This is an optimization exercise on Yosys and OpenROAD, whose aim is small area and a short achievable clock period, not a production implementation. Where RTL was checked, it was by simulation tests only, not by an equivalence proof against the original. Only the layout flow was run in run 1; the RTL was not checked for function there. In every run shown here, the design's own scripts or RTL, not TritonCTS, make the clock network. No driver is modelled on the clock port, so clock power and skew are understated where the tree is cut down; a real chip needs a root buffer or a tree.

==> flow/design.v <==
module decryptor #(
    parameter N = 3233,         
    parameter d = 2753          
)(
    input  wire         clk,
    input  wire         reset,
    input  wire [15:0]  encrypted_char,
    output reg  [7:0]   decrypted_char
);
    function [5:0] pow61;
        input [5:0] x;
        case (x)
            6'd0: pow61 = 6'd0;
            6'd1: pow61 = 6'd1;
            6'd2: pow61 = 6'd51;
            6'd3: pow61 = 6'd27;
            6'd4: pow61 = 6'd39;
            6'd5: pow61 = 6'd19;
            6'd6: pow61 = 6'd35;
            6'd7: pow61 = 6'd44;
            6'd8: pow61 = 6'd37;
            6'd9: pow61 = 6'd58;
            6'd10: pow61 = 6'd54;
            6'd11: pow61 = 6'd11;
            6'd12: pow61 = 6'd16;
            6'd13: pow61 = 6'd47;
            6'd14: pow61 = 6'd48;
            6'd15: pow61 = 6'd25;
            6'd16: pow61 = 6'd57;
            6'd17: pow61 = 6'd59;
            6'd18: pow61 = 6'd30;
            6'd19: pow61 = 6'd46;
            6'd20: pow61 = 6'd9;
            6'd21: pow61 = 6'd29;
            6'd22: pow61 = 6'd12;
            6'd23: pow61 = 6'd33;
            6'd24: pow61 = 6'd23;
            6'd25: pow61 = 6'd56;
            6'd26: pow61 = 6'd18;
            6'd27: pow61 = 6'd41;
            6'd28: pow61 = 6'd8;
            6'd29: pow61 = 6'd21;
            6'd30: pow61 = 6'd55;
            6'd31: pow61 = 6'd6;
            6'd32: pow61 = 6'd40;
            6'd33: pow61 = 6'd53;
            6'd34: pow61 = 6'd20;
            6'd35: pow61 = 6'd43;
            6'd36: pow61 = 6'd5;
            6'd37: pow61 = 6'd38;
            6'd38: pow61 = 6'd28;
            6'd39: pow61 = 6'd49;
            6'd40: pow61 = 6'd32;
            6'd41: pow61 = 6'd52;
            6'd42: pow61 = 6'd15;
            6'd43: pow61 = 6'd31;
            6'd44: pow61 = 6'd2;
            6'd45: pow61 = 6'd4;
            6'd46: pow61 = 6'd36;
            6'd47: pow61 = 6'd13;
            6'd48: pow61 = 6'd14;
            6'd49: pow61 = 6'd45;
            6'd50: pow61 = 6'd50;
            6'd51: pow61 = 6'd7;
            6'd52: pow61 = 6'd3;
            6'd53: pow61 = 6'd24;
            6'd54: pow61 = 6'd17;
            6'd55: pow61 = 6'd26;
            6'd56: pow61 = 6'd42;
            6'd57: pow61 = 6'd22;
            6'd58: pow61 = 6'd34;
            6'd59: pow61 = 6'd10;
            6'd60: pow61 = 6'd60;
            default: pow61 = 6'd0;
        endcase
    endfunction
    function [5:0] pow53x20;
        input [5:0] x;
        case (x)
            6'd0: pow53x20 = 6'd0;
            6'd1: pow53x20 = 6'd20;
            6'd2: pow53x20 = 6'd29;
            6'd3: pow53x20 = 6'd40;
            6'd4: pow53x20 = 6'd50;
            6'd5: pow53x20 = 6'd15;
            6'd6: pow53x20 = 6'd5;
            6'd7: pow53x20 = 6'd22;
            6'd8: pow53x20 = 6'd46;
            6'd9: pow53x20 = 6'd27;
            6'd10: pow53x20 = 6'd35;
            6'd11: pow53x20 = 6'd21;
            6'd12: pow53x20 = 6'd47;
            6'd13: pow53x20 = 6'd45;
            6'd14: pow53x20 = 6'd16;
            6'd15: pow53x20 = 6'd30;
            6'd16: pow53x20 = 6'd19;
            6'd17: pow53x20 = 6'd12;
            6'd18: pow53x20 = 6'd10;
            6'd19: pow53x20 = 6'd25;
            6'd20: pow53x20 = 6'd11;
            6'd21: pow53x20 = 6'd44;
            6'd22: pow53x20 = 6'd49;
            6'd23: pow53x20 = 6'd36;
            6'd24: pow53x20 = 6'd39;
            6'd25: pow53x20 = 6'd51;
            6'd26: pow53x20 = 6'd52;
            6'd27: pow53x20 = 6'd1;
            6'd28: pow53x20 = 6'd2;
            6'd29: pow53x20 = 6'd14;
            6'd30: pow53x20 = 6'd17;
            6'd31: pow53x20 = 6'd4;
            6'd32: pow53x20 = 6'd9;
            6'd33: pow53x20 = 6'd42;
            6'd34: pow53x20 = 6'd28;
            6'd35: pow53x20 = 6'd43;
            6'd36: pow53x20 = 6'd41;
            6'd37: pow53x20 = 6'd34;
            6'd38: pow53x20 = 6'd23;
            6'd39: pow53x20 = 6'd37;
            6'd40: pow53x20 = 6'd8;
            6'd41: pow53x20 = 6'd6;
            6'd42: pow53x20 = 6'd32;
            6'd43: pow53x20 = 6'd18;
            6'd44: pow53x20 = 6'd26;
            6'd45: pow53x20 = 6'd7;
            6'd46: pow53x20 = 6'd31;
            6'd47: pow53x20 = 6'd48;
            6'd48: pow53x20 = 6'd38;
            6'd49: pow53x20 = 6'd3;
            6'd50: pow53x20 = 6'd13;
            6'd51: pow53x20 = 6'd24;
            6'd52: pow53x20 = 6'd33;
            default: pow53x20 = 6'd0;
        endcase
    endfunction
    reg  [3:0]  state;
    reg  [15:0] input_buffer;
    reg  [5:0]  r61, r53;       
    wire idle = (state == 4'd0);
    wire done = (state == 4'd13);
    wire accept = idle & (encrypted_char != input_buffer);
    wire tap = input_buffer[11];
    wire [6:0] s61 = {r61, tap};
    wire [6:0] s53 = {r53, tap};
    wire [5:0] n61 = (s61 >= 7'd61) ? s61 - 7'd61 : s61[5:0];
    wire [5:0] n53 = (s53 >= 7'd53) ? s53 - 7'd53 : s53[5:0];
    wire [5:0] pa = pow61(r61);
    wire [5:0] pw = pow53x20(r53);
    reg  [5:0] h_lut;           
    always @(*) begin
        case (pa[2:0])
            3'd0: h_lut = 6'd0;
            3'd1: h_lut = 6'd19;
            3'd2: h_lut = 6'd39;
            3'd3: h_lut = 6'd6;
            3'd4: h_lut = 6'd26;
            3'd5: h_lut = 6'd46;
            3'd6: h_lut = 6'd13;
            default: h_lut = 6'd33;
        endcase
    end
    wire [5:0] h = {3'd0, pa[5:3]} + h_lut + {5'd0, |pa[2:0]};
    wire [6:0] e = {1'b0, pw} - {1'b0, h};
    wire [5:0] k = e[5:0] + (e[6] ? 6'd53 : 6'd0);
    wire [7:0] x = {2'b0, pa} + {k[1:0], 6'b0} - {1'b0, k, 1'b0} - {2'b0, k};
    always @(posedge clk or posedge reset) begin
        if (reset) begin
            state <= 4'd0;
            input_buffer <= 16'd0;
            decrypted_char <= 8'd0;
        end else begin
            if (idle) begin
                input_buffer <= encrypted_char;
                state <= {3'b0, accept};
            end else begin
                input_buffer <= {input_buffer[15:13], input_buffer[11:0], input_buffer[12]};
                state <= done ? 4'd0 : state + 4'd1;
            end
            if (done)
                decrypted_char <= x;
        end
    end
    always @(posedge clk) begin
        if (idle) begin
            r61 <= {2'b0, encrypted_char[15:12]};
            r53 <= {2'b0, encrypted_char[15:12]};
        end else begin
            r61 <= n61;
            r53 <= n53;
        end
    end
endmodule
==> flow/flow/run.sh <==
#!/bin/bash
# Own layout flow: the standard flow (standard.sh) with these changes:
#  * synthesis is the standard flow's script (registers are mapped exactly as there), but:
#    - no full/half-adder extraction and no Kogge-Stone adder map, so ABC sees all the logic;
#    - ABC maps the logic fed by encrypted_char with ORFS's delay-oriented script and the rest
#      with an area-oriented script (flow/abc_split.tcl, flow/area.abc);
#  * ports are buffered with sky130_fd_sc_hd__buf_1 instead of the default buffer;
#  * after ORFS's CTS, the clock tree is rebuilt flat (flow/clock.tcl): the clock port drives
#    a few buffers of one type, each driving one group of registers.
# Logs: standard_make.log and standard_make2.log (make), clock.log, and orfs/logs/.
set -euo pipefail
W=$PWD
F=$W/flow
sed -e "s|^  log_cmd abc {\*}\$abc_args\$|  set ::own_flow_dir $F\n  source $F/abc_split.tcl|" \
    "$FLOW_HOME/scripts/synth.tcl" > "$W/own_synth.tcl"
grep -q "abc_split.tcl" "$W/own_synth.tcl"
sed -e "s|\$::env(SCRIPTS_DIR)/synth.tcl|$W/own_synth.tcl|" "$W/synth_recipe.tcl" > "$W/own_synth_recipe.tcl"
grep -q "own_synth.tcl" "$W/own_synth_recipe.tcl"
STD=(bash "$W/standard.sh" "SYNTH_SCRIPT=$W/own_synth_recipe.tcl" ADDER_MAP_FILE= SYNTH_OPERATIONS_ARGS=-booth
     "BUFFER_PORTS_ARGS=-buffer_cell sky130_fd_sc_hd__buf_1")
"${STD[@]}" cts > "$W/standard_make.log" 2>&1
export RESULTS_DIR=$W/orfs/results/$FLOW_PLATFORM/decryptor/base
export PLATFORM_DIR=$FLOW_HOME/platforms/$FLOW_PLATFORM
export LIB_FILES=$PLATFORM_DIR/lib/sky130_fd_sc_hd__tt_025C_1v80.lib
export OWN_CLOCK_BUFFERS=2 OWN_CLOCK_CELL=sky130_fd_sc_hd__clkbuf_16
openroad -no_init -exit "$F/clock.tcl" > "$W/clock.log" 2>&1
"${STD[@]}" finish > "$W/standard_make2.log" 2>&1
==> flow/flow/abc_split.tcl <==
# Sourced by the own synthesis in place of ORFS's single ABC call.
# The logic fed by encrypted_char (the change detector and the state update, up to the first
# registers) is mapped with ORFS's own delay-oriented script and arguments; all other logic is
# mapped with the area-oriented script flow/area.abc.
set speed_args $abc_args
set area_args [list -script $::own_flow_dir/area.abc {*}$lib_args {*}$lib_dont_use_args]
select -set incone w:encrypted_char %co*:-sky130_fd_sc_hd__dfrtp_1:-sky130_fd_sc_hd__dfxtp_1
select -list @incone
log_cmd abc {*}$speed_args @incone
log_cmd abc {*}$area_args
==> flow/flow/area.abc <==
strash
&get -n
&deepsyn -T 20
&put
dch -f
amap
topo
==> flow/flow/clock.tcl <==
# Replaces the clock tree that ORFS's CTS built with a flat one: the clock port drives
# NBUF buffers directly, and each buffer drives the clock pins of one group of registers
# (registers grouped by position). All registers still get the clock through exactly one
# buffer of the same type, so their clock arrival times stay matched.
set nbuf $::env(OWN_CLOCK_BUFFERS)
set bufcell $::env(OWN_CLOCK_CELL)
read_liberty $::env(LIB_FILES)
read_db $::env(RESULTS_DIR)/4_cts.odb
read_sdc $::env(RESULTS_DIR)/4_cts.sdc
source $::env(PLATFORM_DIR)/setRC.tcl
set db [ord::get_db]
set block [ord::get_db_block]
set clk [$block findNet clk]
# registers' clock pins
set sinks {}
foreach inst [$block getInsts] {
  set m [$inst getMaster]
  if {[$m isSequential]} {
    foreach it [$inst getITerms] {
      if {[[$it getMTerm] getSigType] eq "CLOCK" || [[$it getMTerm] getName] eq "CLK"} { lappend sinks $it }
    }
  }
}
puts "clock sinks: [llength $sinks]"
# remove CTS's buffers and dummy loads, and their nets
set removed 0
foreach inst [$block getInsts] {
  set name [$inst getName]
  if {[string match clkbuf_* $name] || [string match clkload* $name]} {
    odb::dbInst_destroy $inst
    incr removed
  }
}
foreach net [$block getNets] {
  if {[string match clknet_* [$net getName]]} { odb::dbNet_destroy $net }
}
puts "removed $removed CTS cells"
# group sinks by x position
set keyed {}
foreach it $sinks {
  set bb [[$it getInst] getBBox]
  lappend keyed [list [expr {([$bb xMin] + [$bb xMax]) / 2}] [expr {([$bb yMin] + [$bb yMax]) / 2}] $it]
}
set keyed [lsort -integer -index 0 $keyed]
set n [llength $keyed]
set master [$db findMaster $bufcell]
for {set g 0} {$g < $nbuf} {incr g} {
  set lo [expr {$g * $n / $nbuf}]
  set hi [expr {($g + 1) * $n / $nbuf - 1}]
  set net [odb::dbNet_create $block clknet_flat_$g]
  $net setSigType CLOCK
  set buf [odb::dbInst_create $block $master clkbuf_flat_$g]
  [$buf findITerm A] connect $clk
  [$buf findITerm X] connect $net
  set sx 0; set sy 0
  foreach e [lrange $keyed $lo $hi] {
    lassign $e x y it
    $it disconnect
    $it connect $net
    incr sx $x; incr sy $y
  }
  set cnt [expr {$hi - $lo + 1}]
  $buf setLocation [expr {$sx / $cnt}] [expr {$sy / $cnt}]
  $buf setPlacementStatus PLACED
  puts "buffer $g: $cnt sinks"
}
detailed_placement
check_placement -verbose
set_propagated_clock [all_clocks]
estimate_parasitics -placement
report_clock_latency
report_checks -path_delay max -group_path_count 3 -format end
report_checks -path_delay min -group_path_count 3 -format end
write_db $::env(RESULTS_DIR)/4_cts.odb
==> flow/standard.sh <==
#!/bin/bash
# synth_recipe.tcl (not shown) runs the flow's synth.tcl, then flattens the netlist and writes it again
# the make line also repeats each setting of config.mk as NAME=value (left out here)
make -C /OpenROAD-flow-scripts/flow DESIGN_CONFIG=/design/flow/config.mk WORK_HOME=/design/flow/orfs CLKGATE_MAP_FILE= SYNTH_SCRIPT=/design/flow/synth_recipe.tcl "${@:-finish}"
==> flow/config.mk <==
export PLATFORM = sky130hd
export DESIGN_NAME = decryptor
export DESIGN_NICKNAME = decryptor
export VERILOG_FILES = /design/flow/design.v
export SDC_FILE = /design/flow/constraint.sdc
export NUM_CORES = 4
export LEC_CHECK = 0
export CAP_MARGIN = 20
export CORE_MARGIN = 2
export CORE_UTILIZATION = 40
export CTS_BUF_LIST = sky130_fd_sc_hd__clkbuf_4 sky130_fd_sc_hd__clkbuf_8
export CTS_CLUSTER_SIZE = 40
export SLEW_MARGIN = 20
==> flow/constraint.sdc <==
create_clock -name core_clock -period 40.0 [get_ports {clk}]
set_input_delay 8.0000 -clock core_clock [delete_from_list [all_inputs] [get_ports {clk}]]
set_output_delay 8.0000 -clock core_clock [all_outputs]
set_load 0.01 [all_outputs]
==> qor.log, run 1 <==
[worst_setup_path] worst-path cell with the longest stage delay sky130_fd_sc_hd__or3_1
[logic_synthesis] area share of fa/ha/maj cells after synthesis 0
[cts] post-CTS setup-driven buffer insertion count 0
[die] initial cell density of the core 0.407
[logic_synthesis] synthesized-area fraction occupied by ao, oa, aoi and oai cells 0.303
[drt] via count 3479
[worst_setup_path] cell type with the highest occurrence count on the critical path sky130_fd_sc_hd__nor2_1
[layout] final-stage net count 547
[worst_setup_path] launching element type of the critical path register
[logic_synthesis] Synth Register Bits 40
[cts] clock sink total 40
[logic_synthesis] Synth Cell Area 0.00329 sq mm
[logic_synthesis] multiplexer share of the synthesized area 0.0410
[outcome] outcome complete, no violations
[worst_setup_path] largest fanout on the critical path 10
[timing] Max-slew headroom 0.462
[drt] Wirelength per Cell 13.1 um
[layout] area overhead of the layout relative to synthesis 8.36%
[layout] layout cell share with drive strength beyond 1 0.0323
[logic_synthesis] total nets after synthesis 520
[logic_synthesis] average size of a mapped cell 6.56 sq um
[grt] total global routing track utilization 0.194
[placement] post-detailed-placement half-perimeter wirelength 6.59 mm
[timing] fin crit period 9060 ps
[logic_synthesis] synthesized-area fraction occupied by and/or/nand/nor cells 0.252
[placement] placer congestion estimate 1.02
[die] area of the core region 0.00809 sq mm
[layout] fill cell total of the finished layout 872
[min_path] Hold/Removal Path Class register to register
[worst_setup_path] delay of the slowest cell on the worst path 420 ps
[layout] final core utilization 0.441
[cts] post-cts gate resize count 0
[timing] highest clock frequency the design can meet 0.110 GHz
[worst_setup_path] CP arrival 9150 ps
[timing] Slew Limit Fails 0
[logic_synthesis] primary flip-flop cell chosen by synthesis mapping sky130_fd_sc_hd__dfrtp_1
[die] die boundary width 94.8 um
[cts] clock insertion delay at the later pin of the skew report 150 ps
[timing] post-route clock period utilization 0.227
[timing] final setup TNS 0 ps
[grt] wire length of the first global-routing pass 14.2 mm
[logic_synthesis] number of enable-type register cells in the synthesized netlist 0
[timing] final hold violation count 0
[timing] slew at the pin with the worst max-slew slack 805 ps
[flow_run] Max Cap Viol 0
[logic_synthesis] share of the yosys chip area belonging to registers 0.286
[drt] DRC errors left 0
[placement] port bufs 25
[grt] antenna violations before repair 0
[timing] Clock Skews 5.84 ps
[placement] placement-stage worst setup slack 30870 ps
[timing] Setup WS post-layout 30940 ps
[drt] count of TritonRoute iterations in the first routing pass 4
[logic_synthesis] cell count after synthesis 502
[die] floorplan die area 0.00898 sq mm
[logic_synthesis] synthesized-area fraction occupied by xor and xnor cells 0.0452
[drt] initial DRC count 169
[timing] total setup violations reported at the end of the flow 0
[logic_synthesis] combinational family with the most area after synthesis compound AO/OA/AOI/OAI gates
[die] number of top-level pins 26
[worst_setup_path] Crit. End Element register
[grt] number of global-route vias before repair 3092
[cts] total of hold buffers inserted after clock tree synthesis 0
[timing] RSZ-0062 raised after global routing no
[die] Die H 94.8 um
[logic_synthesis] count of warnings emitted by yosys 1
[timing] Hold WS 487 ps
[grt] sum of overflow across all layers after global routing 0
[layout] antenna diode instance count 0
[worst_setup_path] register-to-register setup slack 30940 ps
[logic_synthesis] count of different cell masters after synthesis 40
[logic_synthesis] async set or reset register ratio after synthesis 0.700
[grt] pin count of the biggest net entering global routing 35
[worst_setup_path] Setup Crit Path Kind register to register
[die] Cell Rows 33
[worst_setup_path] worst endpoint required time 40090 ps
[drt] DRT Wirelength 8.29 mm
[drt] post-DR vias/cell 5.50
[drt] ANT nets after route 0
[cts] Reg clk slew, reported paths 80 ps
==> per-layer routing <==
metal / part of all wire / global-route usage
met2: 0.47 / 0.317
met5: 0 / 0
met4: 0.024 / 0.0604
met3: 0.042 / 0.0200
met1: 0.47 / 0.270
==> path summary, 6_finish.rpt <==
path,startpoint,endpoint,cells past startpoint
min in group asynchronous,reset,decrypted_char[6]$_DFFE_PP0P_,2
setup / recovery,r61[2]$_DFF_P_,decrypted_char[7]$_DFFE_PP0P_,54
hold / removal,decrypted_char[6]$_DFFE_PP0P_,decrypted_char[6]$_DFFE_PP0P_,2
max in group asynchronous,reset,input_buffer[12]$_DFF_PP0_,2
setup reg to reg,r61[2]$_DFF_P_,decrypted_char[7]$_DFFE_PP0P_,54
hold reg to reg,decrypted_char[6]$_DFFE_PP0P_,decrypted_char[6]$_DFFE_PP0P_,2
==> flip-flops by register name, summed over array words and instances (netlist names) <==
signal	cells
state	4
decrypted_char	8
r61	6
input_buffer	16
r53	6
==> critical path, delay by kind of cell (launching register included) <==
family / cells / cell delay, ps
AOI/OAI and AO/OA: 19 / 4330
DFF: 1 / 400
xor gates and xnor gates: 1 / 240
and+or+nand+nor: 29 / 3340
buffers and inverters: 5 / 720
==> synthesized netlist by cell type, drive strengths merged (2+ instances only) <==
cell type,n,area (sq um)
dfrtp,28,701
clkinv,49,184
nor3,10,50.1
o211ai,4,30.0
o31ai,5,37.5
xnor2,17,149
dfxtp,12,240
a22oi,3,22.5
or2,3,18.8
o22a,3,26.3
or3,4,25.0
buf,2,10.0
mux2,12,135
o22ai,13,81.3
inv,12,45.0
nor2,132,495
a31oi,6,37.5
nand4,4,25.0
nor4,3,18.8
a21o,5,37.5
o32ai,5,43.8
o21a,9,67.6
nand2,46,173
o32a,5,50.1
a21oi,33,165
o21ai,63,315
==> stage by stage <==
stage	cells	instance area [sq um]
after global placement	630	3520
after floorplan	502	3290
after global routing	632	3570
final	632	3570
after detailed placement	630	3520
after CTS	638	3620
==> final cells by class <==
type                       count  area (sq um)  area share
multi-input combinational    398          2120       0.593
sequential                    40           941       0.264
inverter                      61           229      0.0641
tap                          105           131      0.0368
timing repair buffer          26           101      0.0284
buffer                         2          50.0      0.0140
==> cell families (layout without fill, tap and decap cells) <==
kind of cell,Yosys count,after routing
compound gates,163,163
buf+inv,64,89
mux,12,12
xor+xnor,17,17
simple gates,206,206
flops,40,40
==> layout by cell type (no fill, tap or decap), types with 2 or more instances in the layout <==
| cell | Yosys | final |
|---|---|---|
| sky130_fd_sc_hd__or2_0 | 3 | 3 |
| sky130_fd_sc_hd__inv_1 | 12 | 12 |
| sky130_fd_sc_hd__a21oi_1 | 33 | 33 |
| sky130_fd_sc_hd__nor2_1 | 132 | 132 |
| sky130_fd_sc_hd__a22oi_1 | 3 | 3 |
| sky130_fd_sc_hd__nand2_1 | 46 | 46 |
| sky130_fd_sc_hd__xnor2_1 | 17 | 17 |
| sky130_fd_sc_hd__o32ai_1 | 5 | 5 |
| sky130_fd_sc_hd__o211ai_1 | 4 | 4 |
| sky130_fd_sc_hd__a21o_1 | 5 | 5 |
| sky130_fd_sc_hd__o22a_1 | 3 | 3 |
| sky130_fd_sc_hd__o21a_1 | 9 | 9 |
| sky130_fd_sc_hd__mux2_2 | 12 | 12 |
| sky130_fd_sc_hd__nor3_1 | 10 | 10 |
| sky130_fd_sc_hd__or3_1 | 4 | 4 |
| sky130_fd_sc_hd__o22ai_1 | 13 | 13 |
| sky130_fd_sc_hd__dfrtp_1 | 28 | 28 |
| sky130_fd_sc_hd__nor4_1 | 3 | 2 |
| sky130_fd_sc_hd__nand4_1 | 4 | 4 |
| sky130_fd_sc_hd__o32a_1 | 5 | 5 |
| sky130_fd_sc_hd__o21ai_0 | 63 | 63 |
| sky130_fd_sc_hd__a31oi_1 | 6 | 6 |
| sky130_fd_sc_hd__dfxtp_1 | 12 | 12 |
| sky130_fd_sc_hd__clkinv_1 | 49 | 48 |
| sky130_fd_sc_hd__clkbuf_16 | 0 | 2 |
| sky130_fd_sc_hd__buf_1 | 0 | 25 |
| sky130_fd_sc_hd__o31ai_1 | 5 | 5 |
==> run 2: changes to the inputs <==
==> flow/design.v (replaced) <==
module decryptor #(
    parameter N = 3233,         
    parameter d = 2753          
)(
    input  wire         clk,
    input  wire         reset,
    input  wire [15:0]  encrypted_char,
    output reg  [7:0]   decrypted_char
);
    function [5:0] pow61_half;
        input [4:0] x;
        case (x)
            5'd0: pow61_half = 6'd0;
            5'd1: pow61_half = 6'd1;
            5'd2: pow61_half = 6'd51;
            5'd3: pow61_half = 6'd27;
            5'd4: pow61_half = 6'd39;
            5'd5: pow61_half = 6'd19;
            5'd6: pow61_half = 6'd35;
            5'd7: pow61_half = 6'd44;
            5'd8: pow61_half = 6'd37;
            5'd9: pow61_half = 6'd58;
            5'd10: pow61_half = 6'd54;
            5'd11: pow61_half = 6'd11;
            5'd12: pow61_half = 6'd16;
            5'd13: pow61_half = 6'd47;
            5'd14: pow61_half = 6'd48;
            5'd15: pow61_half = 6'd25;
            5'd16: pow61_half = 6'd57;
            5'd17: pow61_half = 6'd59;
            5'd18: pow61_half = 6'd30;
            5'd19: pow61_half = 6'd46;
            5'd20: pow61_half = 6'd9;
            5'd21: pow61_half = 6'd29;
            5'd22: pow61_half = 6'd12;
            5'd23: pow61_half = 6'd33;
            5'd24: pow61_half = 6'd23;
            5'd25: pow61_half = 6'd56;
            5'd26: pow61_half = 6'd18;
            5'd27: pow61_half = 6'd41;
            5'd28: pow61_half = 6'd8;
            5'd29: pow61_half = 6'd21;
            5'd30: pow61_half = 6'd55;
            default: pow61_half = 6'd0;
        endcase
    endfunction
    function [5:0] pow53x20_half;
        input [4:0] x;
        case (x)
            5'd0: pow53x20_half = 6'd0;
            5'd1: pow53x20_half = 6'd20;
            5'd2: pow53x20_half = 6'd29;
            5'd3: pow53x20_half = 6'd40;
            5'd4: pow53x20_half = 6'd50;
            5'd5: pow53x20_half = 6'd15;
            5'd6: pow53x20_half = 6'd5;
            5'd7: pow53x20_half = 6'd22;
            5'd8: pow53x20_half = 6'd46;
            5'd9: pow53x20_half = 6'd27;
            5'd10: pow53x20_half = 6'd35;
            5'd11: pow53x20_half = 6'd21;
            5'd12: pow53x20_half = 6'd47;
            5'd13: pow53x20_half = 6'd45;
            5'd14: pow53x20_half = 6'd16;
            5'd15: pow53x20_half = 6'd30;
            5'd16: pow53x20_half = 6'd19;
            5'd17: pow53x20_half = 6'd12;
            5'd18: pow53x20_half = 6'd10;
            5'd19: pow53x20_half = 6'd25;
            5'd20: pow53x20_half = 6'd11;
            5'd21: pow53x20_half = 6'd44;
            5'd22: pow53x20_half = 6'd49;
            5'd23: pow53x20_half = 6'd36;
            5'd24: pow53x20_half = 6'd39;
            5'd25: pow53x20_half = 6'd51;
            5'd26: pow53x20_half = 6'd52;
            default: pow53x20_half = 6'd0;
        endcase
    endfunction
    reg  [3:0]  state;
    reg  [15:0] input_buffer;
    reg  [5:0]  r61, r53;
    wire idle = (state == 4'd0);
    wire lookup = (state == 4'd12);
    wire done = (state == 4'd13);
    wire accept = idle & (encrypted_char != input_buffer);
    wire tap = input_buffer[10];
    wire [6:0] s61 = {r61, tap};
    wire [6:0] s53 = {r53, tap};
    wire [5:0] n61 = (s61 >= 7'd61) ? s61 - 7'd61 : s61[5:0];
    wire [5:0] n53 = (s53 >= 7'd53) ? s53 - 7'd53 : s53[5:0];
    wire        neg61 = (r61 > 6'd30);
    wire        neg53 = (r53 > 6'd26);
    wire [5:0]  m61 = neg61 ? 6'd61 - r61 : r61;
    wire [5:0]  m53 = neg53 ? 6'd53 - r53 : r53;
    wire [5:0]  t61 = pow61_half(m61[4:0]);
    wire [5:0]  t53 = pow53x20_half(m53[4:0]);
    wire [5:0]  pa_next = neg61 ? 6'd61 - t61 : t61;
    wire [5:0]  pw_next = neg53 ? 6'd53 - t53 : t53;
    reg  [5:0] h_lut;           
    always @(*) begin
        case (r61[2:0])
            3'd0: h_lut = 6'd0;
            3'd1: h_lut = 6'd19;
            3'd2: h_lut = 6'd39;
            3'd3: h_lut = 6'd6;
            3'd4: h_lut = 6'd26;
            3'd5: h_lut = 6'd46;
            3'd6: h_lut = 6'd13;
            default: h_lut = 6'd33;
        endcase
    end
    wire [5:0] h = {3'd0, r61[5:3]} + h_lut + {5'd0, |r61[2:0]};
    wire [6:0] e = {1'b0, r53} - {1'b0, h};
    wire [5:0] k = e[5:0] + (e[6] ? 6'd53 : 6'd0);
    wire [7:0] x = {2'b0, r61} + {k[1:0], 6'b0} - {1'b0, k, 1'b0} - {2'b0, k};
    always @(posedge clk or posedge reset) begin
        if (reset) begin
            state <= 4'd0;
            input_buffer <= 16'd0;
            decrypted_char <= 8'd0;
        end else begin
            if (idle) begin
                input_buffer <= encrypted_char;
                state <= {3'b0, accept};
            end else begin
                input_buffer <= {input_buffer[15:13], input_buffer[11:0], input_buffer[12]};
                state <= done ? 4'd0 : state + 4'd1;
            end
            if (done)
                decrypted_char <= x;
        end
    end
    always @(posedge clk) begin
        if (idle) begin
            r61 <= {1'b0, encrypted_char[15:11]};
            r53 <= {1'b0, encrypted_char[15:11]};
        end else if (lookup) begin
            r61 <= pa_next;
            r53 <= pw_next;
        end else begin
            r61 <= n61;
            r53 <= n53;
        end
    end
endmodule
==> run 2 against run 1 <==
Compared with the run above:
- still clean
- maximum frequency rose by 3.9%
- final cell count fell by 3.5%
- critical path depth fell by 49
- first-iteration DRC count rose by 26%
- area after synthesis fell by 2.3%
- sequential share of layout area rose by 0.63 points
- global-route usage rose by 0.071 points
- synthesized cell count fell by 3.8%
- hold slack improved by 14 ps
- largest cell class unchanged
==> qor.log, run 2 <==
[die] die boundary width 93.7 um
[timing] Setup WS post-layout 31280 ps
[worst_setup_path] Crit. End Element register
[cts] post-cts gate resize count 0
[placement] placement-stage worst setup slack 31100 ps
[timing] Clock Skews 12.4 ps
[worst_setup_path] RR Startpoint r61[1]$_DFF_P_
[worst_setup_path] depth of the worst register-to-register path 45
[drt] DRT Wirelength 8.03 mm
[worst_setup_path] Setup Crit Path Kind primary input to register
[timing] highest clock frequency the design can meet 0.115 GHz
[placement] port bufs 25
[timing] Hold WS 502 ps
[cts] post-CTS setup-driven buffer insertion count 0
[layout] largest register by flop count input_buffer
[logic_synthesis] count of warnings emitted by yosys 1
[layout] registers with the most flip-flops input_buffer: 16 flops, decrypted_char: 8 flops
[grt] total global routing track utilization 0.195
[logic_synthesis] ranking of synthesized cells by instance count 92 x sky130_fd_sc_hd__nor2_1, 79 x sky130_fd_sc_hd__o21ai_0, 48 x sky130_fd_sc_hd__clkinv_1
[logic_synthesis] total nets after synthesis 501
[logic_synthesis] cell count after synthesis 483
[timing] post-route clock period utilization 0.218
[die] number of top-level pins 26
[layout] commonest cells after routing, fill and taps aside 92 x sky130_fd_sc_hd__nor2_1, 79 x sky130_fd_sc_hd__o21ai_0, 47 x sky130_fd_sc_hd__clkinv_1
[grt] pin count of the biggest net entering global routing 36
[placement] post-detailed-placement half-perimeter wirelength 6.42 mm
[worst_setup_path] register-to-register setup slack 32120 ps
[drt] count of TritonRoute iterations in the first routing pass 5
[drt] ANT nets after route 0
[worst_setup_path] CP arrival 8740 ps
[drt] via count 3234
[drt] DRC errors left 0
[layout] antenna diode instance count 0
[grt] number of global-route vias before repair 2998
[timing] slew at the pin with the worst max-slew slack 728 ps
[die] floorplan die area 0.00878 sq mm
[cts] total of hold buffers inserted after clock tree synthesis 0
[logic_synthesis] count leader, synth sky130_fd_sc_hd__nor2_1
[placement] placer congestion estimate 0.909
[logic_synthesis] async set or reset register ratio after synthesis 0.700
[layout] max reg flops 16
[layout] final standard cell area without fillers 0.00349 sq mm
[cts] clock insertion delay at the later pin of the skew report 160 ps
[layout] area overhead of the layout relative to synthesis 8.32%
[timing] final hold violation count 0
[worst_setup_path] worst-path cell with the longest stage delay sky130_fd_sc_hd__nor4_1
[worst_setup_path] Cell Chain, Critical Path buf_1, xnor2_1, nand4_1, nor4_1, a21oi_1
[timing] Max-slew headroom 0.513
[min_path] hold path cells 2
[logic_synthesis] cell accounting for the most synthesized area sky130_fd_sc_hd__dfrtp_1
[worst_setup_path] largest fanout on the critical path 2
[grt] wire length of the first global-routing pass 14.0 mm
[timing] RSZ-0062 raised after global routing no
[die] area of the core region 0.00777 sq mm
[die] Die H 93.7 um
[logic_synthesis] count of different cell masters after synthesis 39
[worst_setup_path] launching element type of the critical path primary input
[worst_setup_path] delay of the slowest cell on the worst path 260 ps
[placement] standard cell area after detailed placement 0.00344 sq mm
[worst_setup_path] capture point of the worst path state[0]$_DFF_PP0_
[cts] clock sink total 40
[die] Cell Rows 32
[logic_synthesis] area fraction of the dominant cell type after synthesis 0.218
[flow_run] Max Cap Viol 0
[logic_synthesis] number of enable-type register cells in the synthesized netlist 0
[logic_synthesis] share of the yosys chip area belonging to registers 0.292
[timing] final setup TNS 0 ps
[logic_synthesis] most area-consuming cells after synthesis sky130_fd_sc_hd__dfrtp_1 22%, sky130_fd_sc_hd__o21ai_0 12%, sky130_fd_sc_hd__nor2_1 11%, sky130_fd_sc_hd__dfxtp_1 7.5%, sky130_fd_sc_hd__a21oi_1 6.8%
[timing] Slew Limit Fails 0
[cts] Reg clk slew, reported paths 80 ps
[logic_synthesis] primary flip-flop cell chosen by synthesis mapping sky130_fd_sc_hd__dfrtp_1
[timing] total setup violations reported at the end of the flow 0
[layout] most common library cell in the layout ignoring fill and taps sky130_fd_sc_hd__nor2_1
[timing] fin crit period 8720 ps
[logic_synthesis] average size of a mapped cell 6.66 sq um
[outcome] outcome complete, no violations
[logic_synthesis] Synth Cell Area 0.00322 sq mm
[die] initial cell density of the core 0.414
[drt] Wirelength per Cell 13.2 um
[worst_setup_path] launch point of the worst path encrypted_char[11]
[grt] sum of overflow across all layers after global routing 0
[worst_setup_path] worst r2r dst decrypted_char[7]$_DFFE_PP0P_
[grt] antenna violations before repair 0
[drt] post-DR vias/cell 5.30
[logic_synthesis] Synth Register Bits 40
[layout] layout cell share with drive strength beyond 1 0.0335
[layout] final-stage net count 528
[min_path] Hold/Removal Path Class register to register
[worst_setup_path] worst endpoint required time 40020 ps
[drt] initial DRC count 213
-- run 2: worst max-delay path: cells and delay by family --
family / cells / cell delay [ps]
AO/OA/AOI/OAI: 1 / 100
XOR/XNOR: 1 / 150
buffers and inverters: 1 / 100
AND/OR/NAND/NOR: 2 / 380
-- run 2: worst min path at each step --
| stage | start | end | slack (ps) |
|---|---|---|---|
| floorplan | input_buffer[12]$_DFF_PP0_ | input_buffer[0]$_DFF_PP0_ | 500 |
| global placement | decrypted_char[1]$_DFFE_PP0P_ | decrypted_char[1]$_DFFE_PP0P_ | 470 |
| detailed placement | decrypted_char[3]$_DFFE_PP0P_ | decrypted_char[3]$_DFFE_PP0P_ | 480 |
| CTS | decrypted_char[1]$_DFFE_PP0P_ | decrypted_char[1]$_DFFE_PP0P_ | 500 |
| global route | decrypted_char[3]$_DFFE_PP0P_ | decrypted_char[3]$_DFFE_PP0P_ | 520 |
| finish | decrypted_char[1]$_DFFE_PP0P_ | decrypted_char[1]$_DFFE_PP0P_ | 500 |
-- run 2: area by class of cell --
class,instances,area (sq um)
plain buffers,2,50.0
fillers,834,4280
inverters,63,236
multi-input cells,376,2020
flip-flops and latches,40,941
well taps,102,128
repair buffers,27,109
-- run 2: cell families after synthesis --
group,count (synthesis),synth area share
AOI/OAI and AO/OA,179,0.326
and+or+nand+nor,170,0.218
buffers and inverters,67,0.0813
DFF,40,0.292
xor gates and xnor gates,16,0.0435
muxes,11,0.0385
-- run 2: per-layer routing --
layer,global-route usage,up-vias,routed length [um]
li1,-,1747,-
met1,0.269,1435,3910
met2,0.332,46,3850
met3,0.0201,6,224
met4,0.0386,0,54
met5,0,-,0
-- run 2: stage by stage --
step | util | std cells
after global routing | 0.449 | 610
after CTS | 0.457 | 616
after global placement | 0.442 | 608
final | 0.449 | 610
after detailed placement | 0.442 | 608
after floorplan | - | 483
==> run 3: changes to the inputs <==
--- a/flow/flow/run.sh
+++ b/flow/flow/run.sh
@@ -2,11 +2,12 @@
 # Own layout flow: the standard flow (standard.sh) with these changes:
 #  * synthesis is the standard flow's script (registers are mapped exactly as there), but:
 #    - no full/half-adder extraction and no Kogge-Stone adder map, so ABC sees all the logic;
-#    - ABC maps the logic fed by encrypted_char with ORFS's delay-oriented script and the rest
-#      with an area-oriented script (flow/abc_split.tcl, flow/area.abc);
+#    - ABC maps the logic from encrypted_char to the state register with ORFS's delay-oriented
+#      script and the rest with an area-oriented script (flow/abc_split.tcl, flow/area.abc);
 #  * ports are buffered with sky130_fd_sc_hd__buf_1 instead of the default buffer;
 #  * after ORFS's CTS, the clock tree is rebuilt flat (flow/clock.tcl): the clock port drives
-#    a few buffers of one type, each driving one group of registers.
+#    a few buffers of one type, each driving one group of registers; then gates on paths with
+#    less than OWN_SETUP_MARGIN ns of setup slack are resized.
 # Logs: standard_make.log and standard_make2.log (make), clock.log, and orfs/logs/.
 set -euo pipefail
 W=$PWD
@@ -22,6 +23,6 @@
 export RESULTS_DIR=$W/orfs/results/$FLOW_PLATFORM/decryptor/base
 export PLATFORM_DIR=$FLOW_HOME/platforms/$FLOW_PLATFORM
 export LIB_FILES=$PLATFORM_DIR/lib/sky130_fd_sc_hd__tt_025C_1v80.lib
-export OWN_CLOCK_BUFFERS=2 OWN_CLOCK_CELL=sky130_fd_sc_hd__clkbuf_16
+export OWN_CLOCK_BUFFERS=2 OWN_CLOCK_CELL=sky130_fd_sc_hd__clkbuf_16 OWN_SETUP_MARGIN=31.3
 openroad -no_init -exit "$F/clock.tcl" > "$W/clock.log" 2>&1
 "${STD[@]}" finish > "$W/standard_make2.log" 2>&1
==> flow/flow/abc_split.tcl (replaced) <==
# Sourced by the own synthesis in place of ORFS's single ABC call.
# The logic from encrypted_char to the state register (the change detector) is mapped with
# ORFS's own delay-oriented script and arguments; all other logic is mapped with the
# area-oriented script flow/area.abc.
set speed_args $abc_args
set area_args [list -script $::own_flow_dir/area.abc {*}$lib_args {*}$lib_dont_use_args]
set own_ffs "-sky130_fd_sc_hd__dfrtp_1:-sky130_fd_sc_hd__dfxtp_1"
select -set own_from_in w:encrypted_char %co*:$own_ffs
select -set own_state_ffs w:state %ci1 c:* %i
select -set own_to_state @own_state_ffs %ci1:+sky130_fd_sc_hd__dfrtp_1\[D\] %ci*:$own_ffs
select -set own_cone @own_from_in @own_to_state %i c:* %i
log "own flow: [llength [split [string trim [tee -q -s result.string select -list @own_cone]] "\n"]] cells in the delay-mapped cone"
log_cmd abc {*}$speed_args @own_cone
log_cmd abc {*}$area_args
--- a/flow/flow/clock.tcl
+++ b/flow/flow/clock.tcl
@@ -68,6 +68,14 @@
 check_placement -verbose
 set_propagated_clock [all_clocks]
 estimate_parasitics -placement
+# Resize gates (no buffering) on the paths whose setup slack is under OWN_SETUP_MARGIN ns.
+# Only the design's own SDC is used; the margin just sets how far the sizing goes.
+if {[info exists ::env(OWN_SETUP_MARGIN)]} {
+  repair_timing -setup -setup_margin $::env(OWN_SETUP_MARGIN) -sequence "sizeup,swap" -verbose
+  detailed_placement
+  check_placement -verbose
+  estimate_parasitics -placement
+}
 report_clock_latency
 report_checks -path_delay max -group_path_count 3 -format end
 report_checks -path_delay min -group_path_count 3 -format end
==> run 3 against run 2 <==
Compared with the run above:
- critical path depth stayed put
- final area fell by 1.7%
- wire length fell by 2.0%
- highest routed layer unchanged
==> qor.log, run 3 <==
[cts] clock sink total 40
[cts] post-CTS setup-driven buffer insertion count 0
[worst_setup_path] worst-path cell with the longest stage delay sky130_fd_sc_hd__nor4_1
[grt] sum of overflow across all layers after global routing 0
[flow_run] Max Cap Viol 0
[worst_setup_path] Crit. End Element register
[logic_synthesis] multiplexer share of the synthesized area 0
[worst_setup_path] worst r2r dst decrypted_char[7]$_DFFE_PP0P_
[cts] total of hold buffers inserted after clock tree synthesis 0
[die] die boundary width 92.4 um
[logic_synthesis] area fraction of the dominant cell type after synthesis 0.224
[cts] Reg clk slew, reported paths 80 ps
[logic_synthesis] number of enable-type register cells in the synthesized netlist 0
[placement] placer congestion estimate 0.856
[layout] final core utilization 0.448
[layout] largest register by flop count input_buffer
[cts] post-cts gate resize count 0
[timing] RSZ-0062 raised after global routing no
[worst_setup_path] capture point of the worst path state[0]$_DFF_PP0_
[worst_setup_path] CP arrival 8760 ps
[timing] fin crit period 8740 ps
[layout] area overhead of the layout relative to synthesis 9.69%
[worst_setup_path] delay of the slowest cell on the worst path 290 ps
[drt] ANT nets after route 0
[timing] final setup TNS 0 ps
[min_path] Hold/Removal Path Class register to register
[logic_synthesis] ranking of synthesized cells by instance count 97 x sky130_fd_sc_hd__nor2_1, 69 x sky130_fd_sc_hd__o21ai_0, 56 x sky130_fd_sc_hd__nand2_1
[logic_synthesis] cell accounting for the most synthesized area sky130_fd_sc_hd__dfrtp_1
[layout] number of standard cells in the layout, taps in and fillers out 602
[grt] number of global-route vias before repair 2912
[timing] post-route clock period utilization 0.218
[timing] total setup violations reported at the end of the flow 0
[timing] Clock Skews 5.37 ps
[logic_synthesis] average size of a mapped cell 6.61 sq um
[layout] final-stage net count 520
[worst_setup_path] launching element type of the critical path primary input
[worst_setup_path] launch point of the worst path encrypted_char[14]
[logic_synthesis] synthesized-area fraction occupied by and/or/nand/nor cells 0.238
[worst_setup_path] depth of the worst register-to-register path 40
[placement] post-detailed-placement half-perimeter wirelength 6.24 mm
[drt] count of TritonRoute iterations in the first routing pass 5
[drt] initial DRC count 168
[grt] total global routing track utilization 0.191
[layout] antenna diode instance count 0
[logic_synthesis] count of different cell masters after synthesis 36
[worst_setup_path] Setup Crit Path Kind primary input to register
[layout] max reg flops 16
[timing] Setup WS post-layout 31260 ps
[placement] port bufs 25
[worst_setup_path] Cell Chain, Critical Path buf_6, xnor2_2, nand4_1, nor4_1, a21oi_1
[logic_synthesis] combinational family with the most area after synthesis compound AO/OA/AOI/OAI gates
[placement] placement-stage worst setup slack 31050 ps
[logic_synthesis] area share of fa/ha/maj cells after synthesis 0
[placement] total instance count after detailed placement 600
[outcome] outcome complete, no violations
[drt] Wirelength per Cell 13.1 um
[die] Die H 92.4 um
[logic_synthesis] most area-consuming cells after synthesis sky130_fd_sc_hd__dfrtp_1 22%, sky130_fd_sc_hd__nor2_1 12%, sky130_fd_sc_hd__o21ai_0 11%, sky130_fd_sc_hd__dfxtp_1 7.7%, sky130_fd_sc_hd__nand2_1 6.7%
[die] initial cell density of the core 0.409
[drt] DRC errors left 0
[die] number of top-level pins 26
[grt] pin count of the biggest net entering global routing 29
[layout] layout cell share with drive strength beyond 1 0.0200
[grt] antenna violations before repair 0
[logic_synthesis] count leader, synth sky130_fd_sc_hd__nor2_1
[logic_synthesis] Synth Register Bits 40
[logic_synthesis] count of warnings emitted by yosys 1
[die] Cell Rows 32
[cts] clock insertion delay at the later pin of the skew report 150 ps
[timing] Max-slew headroom 0.468
[logic_synthesis] synthesized-area fraction occupied by xor and xnor cells 0.0448
[logic_synthesis] total nets after synthesis 491
[timing] final hold violation count 0
[drt] post-DR vias/cell 5.44
[drt] DRT Wirelength 7.87 mm
[logic_synthesis] cell count after synthesis 473
[logic_synthesis] share of the yosys chip area belonging to registers 0.301
[worst_setup_path] register-to-register setup slack 33220 ps
[worst_setup_path] worst endpoint required time 40020 ps
[grt] wire length of the first global-routing pass 13.5 mm
[worst_setup_path] largest fanout on the critical path 2
[drt] via count 3274
[die] area of the core region 0.00765 sq mm
[timing] Slew Limit Fails 0
[timing] highest clock frequency the design can meet 0.114 GHz
[layout] most common library cell in the layout ignoring fill and taps sky130_fd_sc_hd__nor2_1
[logic_synthesis] async set or reset register ratio after synthesis 0.700
[layout] registers with the most flip-flops input_buffer: 16 flops, decrypted_char: 8 flops
[logic_synthesis] synthesized-area fraction occupied by ao, oa, aoi and oai cells 0.350
[logic_synthesis] Synth Cell Area 0.00313 sq mm
[timing] slew at the pin with the worst max-slew slack 796 ps
[logic_synthesis] primary flip-flop cell chosen by synthesis mapping sky130_fd_sc_hd__dfrtp_1
[layout] commonest cells after routing, fill and taps aside 97 x sky130_fd_sc_hd__nor2_1, 69 x sky130_fd_sc_hd__o21ai_0, 56 x sky130_fd_sc_hd__nand2_1
[die] floorplan die area 0.00854 sq mm
[worst_setup_path] RR Startpoint r61[1]$_DFF_P_
run 3: changes by cell type after synthesis, sizes merged, moves of 7 or more:
cell,delta
mux2,-11
inv,-15
a22o,+11
nand2,+12
o21ai,-10
clkinv,+7
run 3: metrics by stage:
step / area, sq um / hold slack (ps)
after floorplan: 3130 / 453
after global placement: 3350 / 464
after detailed placement: 3350 / 469
after CTS: 3470 / 481
after global routing: 3430 / 517
final: 3430 / 475
run 3: worst min path at each step:
stage | from | end | slack [ps] | depth (start not counted)
finish | state[3]$_DFF_PP0_ | state[3]$_DFF_PP0_ | 480 | 1
global route | state[3]$_DFF_PP0_ | state[3]$_DFF_PP0_ | 520 | 1
CTS | state[3]$_DFF_PP0_ | state[3]$_DFF_PP0_ | 480 | 1
detailed placement | state[3]$_DFF_PP0_ | state[3]$_DFF_PP0_ | 470 | 1
global placement | state[3]$_DFF_PP0_ | state[3]$_DFF_PP0_ | 460 | 1
floorplan | state[3]$_DFF_PP0_ | state[3]$_DFF_PP0_ | 450 | 1
run 3: critical path: cells and delay by family:
family,cells,cell delay [ps]
and+or+nand+nor,2,420
xor gates and xnor gates,1,150
buffers and inverters,1,100
AOI/OAI and AO/OA,1,90
run 3: kinds of logic (layout without fill, tap and decap cells):
kind of cell | after synthesis | after routing
xor+xnor | 16 | 16
compound gates | 179 | 179
flops | 40 | 40
buf+inv | 55 | 82
simple gates | 183 | 183
run 3: layer usage:
metal	vias to the layer above	track usage	wire (um)	share of wire
li1	1745	-	-	-
met4	0	0.0460	121	0.015
met5	-	0	0	0
met1	1456	0.274	3950	0.50
met2	64	0.311	3530	0.45
met3	9	0.0171	264	0.034
run 3: area by class of cell:
type,count,area (sq um)
fill,779,4220
multi-input combinational,378,2000
sequential,40,941
inverter,55,206
tap,102,128
timing repair buffer,25,105
buffer,2,50.0
==> run 4: changes to the inputs <==
==> flow/design.v (replaced) <==
module decryptor #(
    parameter N = 3233,         
    parameter d = 2753          
)(
    input  wire         clk,
    input  wire         reset,
    input  wire [15:0]  encrypted_char,
    output reg  [7:0]   decrypted_char
);
    function [5:0] pow61_half;
        input [4:0] x;
        case (x)
            5'd0: pow61_half = 6'd0;
            5'd1: pow61_half = 6'd1;
            5'd2: pow61_half = 6'd2;
            5'd3: pow61_half = 6'd52;
            5'd4: pow61_half = 6'd28;
            5'd5: pow61_half = 6'd40;
            5'd6: pow61_half = 6'd20;
            5'd7: pow61_half = 6'd36;
            5'd8: pow61_half = 6'd45;
            5'd9: pow61_half = 6'd38;
            5'd10: pow61_half = 6'd59;
            5'd11: pow61_half = 6'd55;
            5'd12: pow61_half = 6'd12;
            5'd13: pow61_half = 6'd17;
            5'd14: pow61_half = 6'd48;
            5'd15: pow61_half = 6'd49;
            5'd16: pow61_half = 6'd26;
            5'd17: pow61_half = 6'd58;
            5'd18: pow61_half = 6'd60;
            5'd19: pow61_half = 6'd31;
            5'd20: pow61_half = 6'd47;
            5'd21: pow61_half = 6'd10;
            5'd22: pow61_half = 6'd30;
            5'd23: pow61_half = 6'd13;
            5'd24: pow61_half = 6'd34;
            5'd25: pow61_half = 6'd24;
            5'd26: pow61_half = 6'd57;
            5'd27: pow61_half = 6'd19;
            5'd28: pow61_half = 6'd42;
            5'd29: pow61_half = 6'd9;
            5'd30: pow61_half = 6'd22;
            5'd31: pow61_half = 6'd56;
        endcase
    endfunction
    function [5:0] pow53x20_half;
        input [4:0] x;
        case (x)
            5'd0: pow53x20_half = 6'd0;
            5'd1: pow53x20_half = 6'd0;
            5'd2: pow53x20_half = 6'd0;
            5'd3: pow53x20_half = 6'd0;
            5'd4: pow53x20_half = 6'd0;
            5'd5: pow53x20_half = 6'd5;
            5'd6: pow53x20_half = 6'd25;
            5'd7: pow53x20_half = 6'd34;
            5'd8: pow53x20_half = 6'd45;
            5'd9: pow53x20_half = 6'd55;
            5'd10: pow53x20_half = 6'd20;
            5'd11: pow53x20_half = 6'd10;
            5'd12: pow53x20_half = 6'd27;
            5'd13: pow53x20_half = 6'd51;
            5'd14: pow53x20_half = 6'd32;
            5'd15: pow53x20_half = 6'd40;
            5'd16: pow53x20_half = 6'd26;
            5'd17: pow53x20_half = 6'd52;
            5'd18: pow53x20_half = 6'd50;
            5'd19: pow53x20_half = 6'd21;
            5'd20: pow53x20_half = 6'd35;
            5'd21: pow53x20_half = 6'd24;
            5'd22: pow53x20_half = 6'd17;
            5'd23: pow53x20_half = 6'd15;
            5'd24: pow53x20_half = 6'd30;
            5'd25: pow53x20_half = 6'd16;
            5'd26: pow53x20_half = 6'd49;
            5'd27: pow53x20_half = 6'd54;
            5'd28: pow53x20_half = 6'd41;
            5'd29: pow53x20_half = 6'd44;
            5'd30: pow53x20_half = 6'd56;
            5'd31: pow53x20_half = 6'd57;
        endcase
    endfunction
    reg  [3:0]  state;
    reg  [15:0] input_buffer;
    reg  [5:0]  r61, r53;
    wire idle = (state == 4'd0);
    wire lookup = (state == 4'd12);
    wire done = (state == 4'd13);
    wire accept = idle & (encrypted_char != input_buffer);
    wire tap = input_buffer[10];
    wire [6:0] s61 = {r61, tap};
    wire [6:0] s53 = {r53, tap};
    wire [5:0] n61 = (s61 >= 7'd61) ? s61 - 7'd61 : s61[5:0];
    wire [5:0] n53 = (s53 >= 7'd53) ? s53 - 7'd53 : s53[5:0];
    wire [5:0]  u61 = r61 + 6'd1;                       
    wire [5:0]  u53 = r53 + 6'd5;                       
    wire [5:0]  t61 = pow61_half(u61[4:0] ^ {5{u61[5]}});
    wire [5:0]  t53 = pow53x20_half(u53[4:0] ^ {5{u53[5]}});
    wire [5:0]  pa_next = t61 ^ {6{u61[5]}};            
    wire [5:0]  pw_next = t53 ^ {6{u53[5]}};            
    reg  [5:0] h_lut;
    always @(*) begin
        case (r61[2:0])
            3'd0: h_lut = 6'd38;
            3'd1: h_lut = 6'd5;
            3'd2: h_lut = 6'd25;
            3'd3: h_lut = 6'd45;
            3'd4: h_lut = 6'd12;
            3'd5: h_lut = 6'd32;
            3'd6: h_lut = 6'd52;
            default: h_lut = 6'd19;
        endcase
    end
    wire [5:0] h = {3'd0, r61[5:3]} + h_lut;
    wire [6:0] e = {1'b0, r53} - {1'b0, h};
    wire [5:0] k = e[5:0] + (e[6] ? 6'd53 : 6'd0);
    wire [7:0] x = {2'b0, r61} + {k[1:0], 6'b0} - {1'b0, k, 1'b0} - {2'b0, k} - 8'd1;
    always @(posedge clk or posedge reset) begin
        if (reset) begin
            state <= 4'd0;
            input_buffer <= 16'd0;
            decrypted_char <= 8'd0;
        end else begin
            if (idle) begin
                input_buffer <= encrypted_char;
                state <= {3'b0, accept};
            end else begin
                input_buffer <= {input_buffer[15:13], input_buffer[11:0], input_buffer[12]};
                state <= done ? 4'd0 : state + 4'd1;
            end
            if (done)
                decrypted_char <= x;
        end
    end
    always @(posedge clk) begin
        if (idle) begin
            r61 <= {1'b0, encrypted_char[15:11]};
            r53 <= {1'b0, encrypted_char[15:11]};
        end else if (lookup) begin
            r61 <= pa_next;
            r53 <= pw_next;
        end else begin
            r61 <= n61;
            r53 <= n53;
        end
    end
endmodule
--- a/flow/flow/run.sh
+++ b/flow/flow/run.sh
@@ -23,6 +23,6 @@
 export RESULTS_DIR=$W/orfs/results/$FLOW_PLATFORM/decryptor/base
 export PLATFORM_DIR=$FLOW_HOME/platforms/$FLOW_PLATFORM
 export LIB_FILES=$PLATFORM_DIR/lib/sky130_fd_sc_hd__tt_025C_1v80.lib
-export OWN_CLOCK_BUFFERS=2 OWN_CLOCK_CELL=sky130_fd_sc_hd__clkbuf_16 OWN_SETUP_MARGIN=31.3
+export OWN_CLOCK_BUFFERS=2 OWN_CLOCK_CELL=sky130_fd_sc_hd__clkbuf_16
 openroad -no_init -exit "$F/clock.tcl" > "$W/clock.log" 2>&1
 "${STD[@]}" finish > "$W/standard_make2.log" 2>&1
==> run 4 against run 3 <==
Compared with the run above:
- sequential cell count unchanged
- setup slack got worse by 7.7 ps
- register-to-register slack about the same
- via count increased by 2.2%
- core utilization about the same
- critical path type unchanged
- final cell count increased by 0.83%
- critical path depth unchanged
- synthesized cell count increased by 0.63%
- sequential share of layout area about the same
==> qor.log, run 4 <==
[placement] post-detailed-placement half-perimeter wirelength 6.27 mm
[timing] highest clock frequency the design can meet 0.114 GHz
[timing] Slew Limit Fails 0
[die] number of top-level pins 26
[worst_setup_path] register-to-register setup slack 33210 ps
[logic_synthesis] area fraction of the dominant cell type after synthesis 0.224
[layout] antenna diode instance count 0
[logic_synthesis] Synth Cell Area 0.00313 sq mm
[logic_synthesis] average size of a mapped cell 6.58 sq um
[die] die boundary width 92.5 um
[layout] registers with the most flip-flops input_buffer: 16 flops, decrypted_char: 8 flops
[timing] total setup violations reported at the end of the flow 0
[worst_setup_path] worst-path cell with the longest stage delay sky130_fd_sc_hd__nor4_1
[logic_synthesis] synthesized-area fraction occupied by xor and xnor cells 0.0475
[cts] Reg clk slew, reported paths 80 ps
[layout] most common library cell in the layout ignoring fill and taps sky130_fd_sc_hd__nor2_1
[die] initial cell density of the core 0.410
[drt] DRC errors left 0
[grt] total global routing track utilization 0.187
[placement] placer congestion estimate 0.897
[drt] count of TritonRoute iterations in the first routing pass 7
[layout] max reg flops 16
[cts] post-cts gate resize count 0
[logic_synthesis] total nets after synthesis 494
[drt] post-DR vias/cell 5.51
[grt] sum of overflow across all layers after global routing 0
[logic_synthesis] area share of fa/ha/maj cells after synthesis 0
[timing] Setup WS post-layout 31250 ps
[logic_synthesis] combinational family with the most area after synthesis compound AO/OA/AOI/OAI gates
[grt] pin count of the biggest net entering global routing 33
[cts] clock insertion delay at the later pin of the skew report 150 ps
[logic_synthesis] count leader, synth sky130_fd_sc_hd__nor2_1
[placement] placement-stage worst setup slack 31100 ps
[worst_setup_path] delay of the slowest cell on the worst path 280 ps
[logic_synthesis] Synth Register Bits 40
[layout] final-stage net count 525
[layout] largest register by flop count input_buffer
[timing] Max-slew headroom 0.341
[logic_synthesis] synthesized-area fraction occupied by ao, oa, aoi and oai cells 0.326
[worst_setup_path] CP arrival 8760 ps
[cts] post-CTS setup-driven buffer insertion count 0
[layout] fill cell total of the finished layout 799
[worst_setup_path] cell type group with the largest total delay on the critical path simple AND/OR/NAND/NOR gates
[timing] Clock Skews 6.51 ps
[layout] layout cell share with drive strength beyond 1 0.0119
[grt] wire length of the first global-routing pass 13.2 mm
[grt] antenna violations before repair 0
[outcome] outcome complete, no violations
[timing] final hold violation count 0
[drt] DRT Wirelength 7.90 mm
[die] Cell Rows 32
[logic_synthesis] share of the yosys chip area belonging to registers 0.300
[cts] total of hold buffers inserted after clock tree synthesis 0
[logic_synthesis] cell accounting for the most synthesized area sky130_fd_sc_hd__dfrtp_1
[drt] ANT nets after route 0
[timing] RSZ-0062 raised after global routing no
[logic_synthesis] ranking of synthesized cells by instance count 106 x sky130_fd_sc_hd__nor2_1, 61 x sky130_fd_sc_hd__o21ai_0, 58 x sky130_fd_sc_hd__nand2_1
[die] floorplan die area 0.00856 sq mm
[drt] via count 3347
[logic_synthesis] synthesized-area fraction occupied by and/or/nand/nor cells 0.260
[logic_synthesis] number of enable-type register cells in the synthesized netlist 0
[grt] number of global-route vias before repair 2909
[timing] slew at the pin with the worst max-slew slack 978 ps
[logic_synthesis] most area-consuming cells after synthesis sky130_fd_sc_hd__dfrtp_1 22%, sky130_fd_sc_hd__nor2_1 13%, sky130_fd_sc_hd__o21ai_0 9.7%, sky130_fd_sc_hd__dfxtp_1 7.7%, sky130_fd_sc_hd__nand2_1 6.9%
[die] Die H 92.5 um
[layout] commonest cells after routing, fill and taps aside 106 x sky130_fd_sc_hd__nor2_1, 61 x sky130_fd_sc_hd__o21ai_0, 58 x sky130_fd_sc_hd__nand2_1
[timing] post-route clock period utilization 0.219
[logic_synthesis] multiplexer share of the synthesized area 0
[worst_setup_path] Crit. End Element register
[worst_setup_path] worst endpoint required time 40020 ps
[worst_setup_path] largest fanout on the critical path 2
[flow_run] Max Cap Viol 0
[die] area of the core region 0.00765 sq mm
[logic_synthesis] count of different cell masters after synthesis 35
[worst_setup_path] Setup Crit Path Kind primary input to register
[worst_setup_path] Bufs and invs on worst path 1
[timing] fin crit period 8750 ps
[logic_synthesis] cell count after synthesis 476
[cts] clock sink total 40
[timing] Hold WS 503 ps
[drt] Wirelength per Cell 13.0 um
[placement] port bufs 25
[min_path] Hold/Removal Path Class register to register
[layout] area overhead of the layout relative to synthesis 9.30%
[drt] initial DRC count 227
[timing] final setup TNS 0 ps
[logic_synthesis] async set or reset register ratio after synthesis 0.700
[logic_synthesis] count of warnings emitted by yosys 1
[logic_synthesis] primary flip-flop cell chosen by synthesis mapping sky130_fd_sc_hd__dfrtp_1
[worst_setup_path] launching element type of the critical path primary input
[worst_setup_path] Cell Chain, Critical Path buf_1, xnor2_1, nand4_1, nor4_1, a21oi_1
[run 4: cell count changes after synthesis, sizes merged, moves of 3 or more]
cell and delta:
nor2 +9, o21ai -8, a21oi -6, nand3 +7, o21a -5, o221ai +4, and2 +3
[run 4: through the flow]
| stage | instances | area [sq um] | util |
|---|---|---|---|
| finish | 607 | 3420 | 0.448 |
| detailed placement | 605 | 3370 | 0.441 |
| global route | 607 | 3420 | 0.448 |
| global placement | 605 | 3370 | 0.441 |
| CTS | 613 | 3510 | 0.459 |
| floorplan | 476 | 3130 | - |
[run 4: cell type report]
cell class              count  area, sq um  share of cell area
multi-input cells         381         1990               0.581
flip-flops and latches     40          941               0.275
inverters                  55          206              0.0603
well taps                 102          128              0.0373
repair buffers             27          109              0.0318
plain buffers               2         50.0              0.0146
[run 4: worst paths after layout]
| kind | start | endpoint | depth (start not counted) |
|---|---|---|---|
| min in group asynchronous | reset | input_buffer[8]$_DFF_PP0_ | 2 |
| max in group asynchronous | reset | input_buffer[13]$_DFFE_PP0P_ | 2 |
| worst max-delay path | encrypted_char[8] | state[0]$_DFF_PP0_ | 5 |
| worst min register to register | decrypted_char[5]$_DFFE_PP0P_ | decrypted_char[5]$_DFFE_PP0P_ | 2 |
| worst max register to register | r61[1]$_DFF_P_ | decrypted_char[7]$_DFFE_PP0P_ | 40 |
| worst min-delay path | decrypted_char[5]$_DFFE_PP0P_ | decrypted_char[5]$_DFFE_PP0P_ | 2 |
[run 4: cell families after synthesis]
| kind of cell | count (synthesis) |
|---|---|
| AND/OR/NAND/NOR | 200 |
| XOR/XNOR | 17 |
| AO/OA/AOI/OAI | 164 |
| flip-flops | 40 |
| buffers and inverters | 55 |
[run 4: worst reg2reg max path: cells and delay by family, from the launching register on]
| family | cells | cell delay, ps |
|---|---|---|
| xor gates and xnor gates | 1 | 110 |
| DFF | 1 | 700 |
| AOI/OAI and AO/OA | 16 | 2770 |
| and+or+nand+nor | 18 | 2220 |
| buffers and inverters | 5 | 880 |
[run 4: per-layer routing]
layer  up-vias  routed length (um)  global-route usage
li1       1755                   -                   -
met1      1510                3770               0.257
met2        74                3750               0.322
met3         8                 282              0.0203
met4         0                  93              0.0299
met5         -                   0                   0

static timing again, ports no longer ideal:
The flow's constraints put no driver on any port. The routed layouts listed below were extracted and timed again, unchanged, in two steps.
Step 1 assumes that a clkbuf_16 drives the clock port and a buf_2 every other input.
Step 2 also shifts input and output timing later by t, the mid clock arrival at the registers, as if the neighbouring blocks saw the same clock.
Slacks: ideal ports / drivers / drivers and shift; pairs: ideal ports / drivers.
| run | t, ns | setup WS [ns] | worst register clock-pin slew, ns |
|---|---|---|---|
| run 1 | 0.195 | 30.939 / 30.939 / 30.904 | 0.08 / 0.08 |
| run 2 | 0.193 | 31.279 / 31.282 / 31.109 | 0.09 / 0.09 |
| run 3 | 0.198 | 31.262 / 31.281 / 31.083 | 0.09 / 0.09 |
| run 4 | 0.191 | 31.254 / 31.283 / 31.092 | 0.08 / 0.08 |
After both steps every run listed still meets setup and hold. For run 3, which loses most, drivers alone change the setup slack by +0.019 ns; drivers and shift together by -0.179 ns.
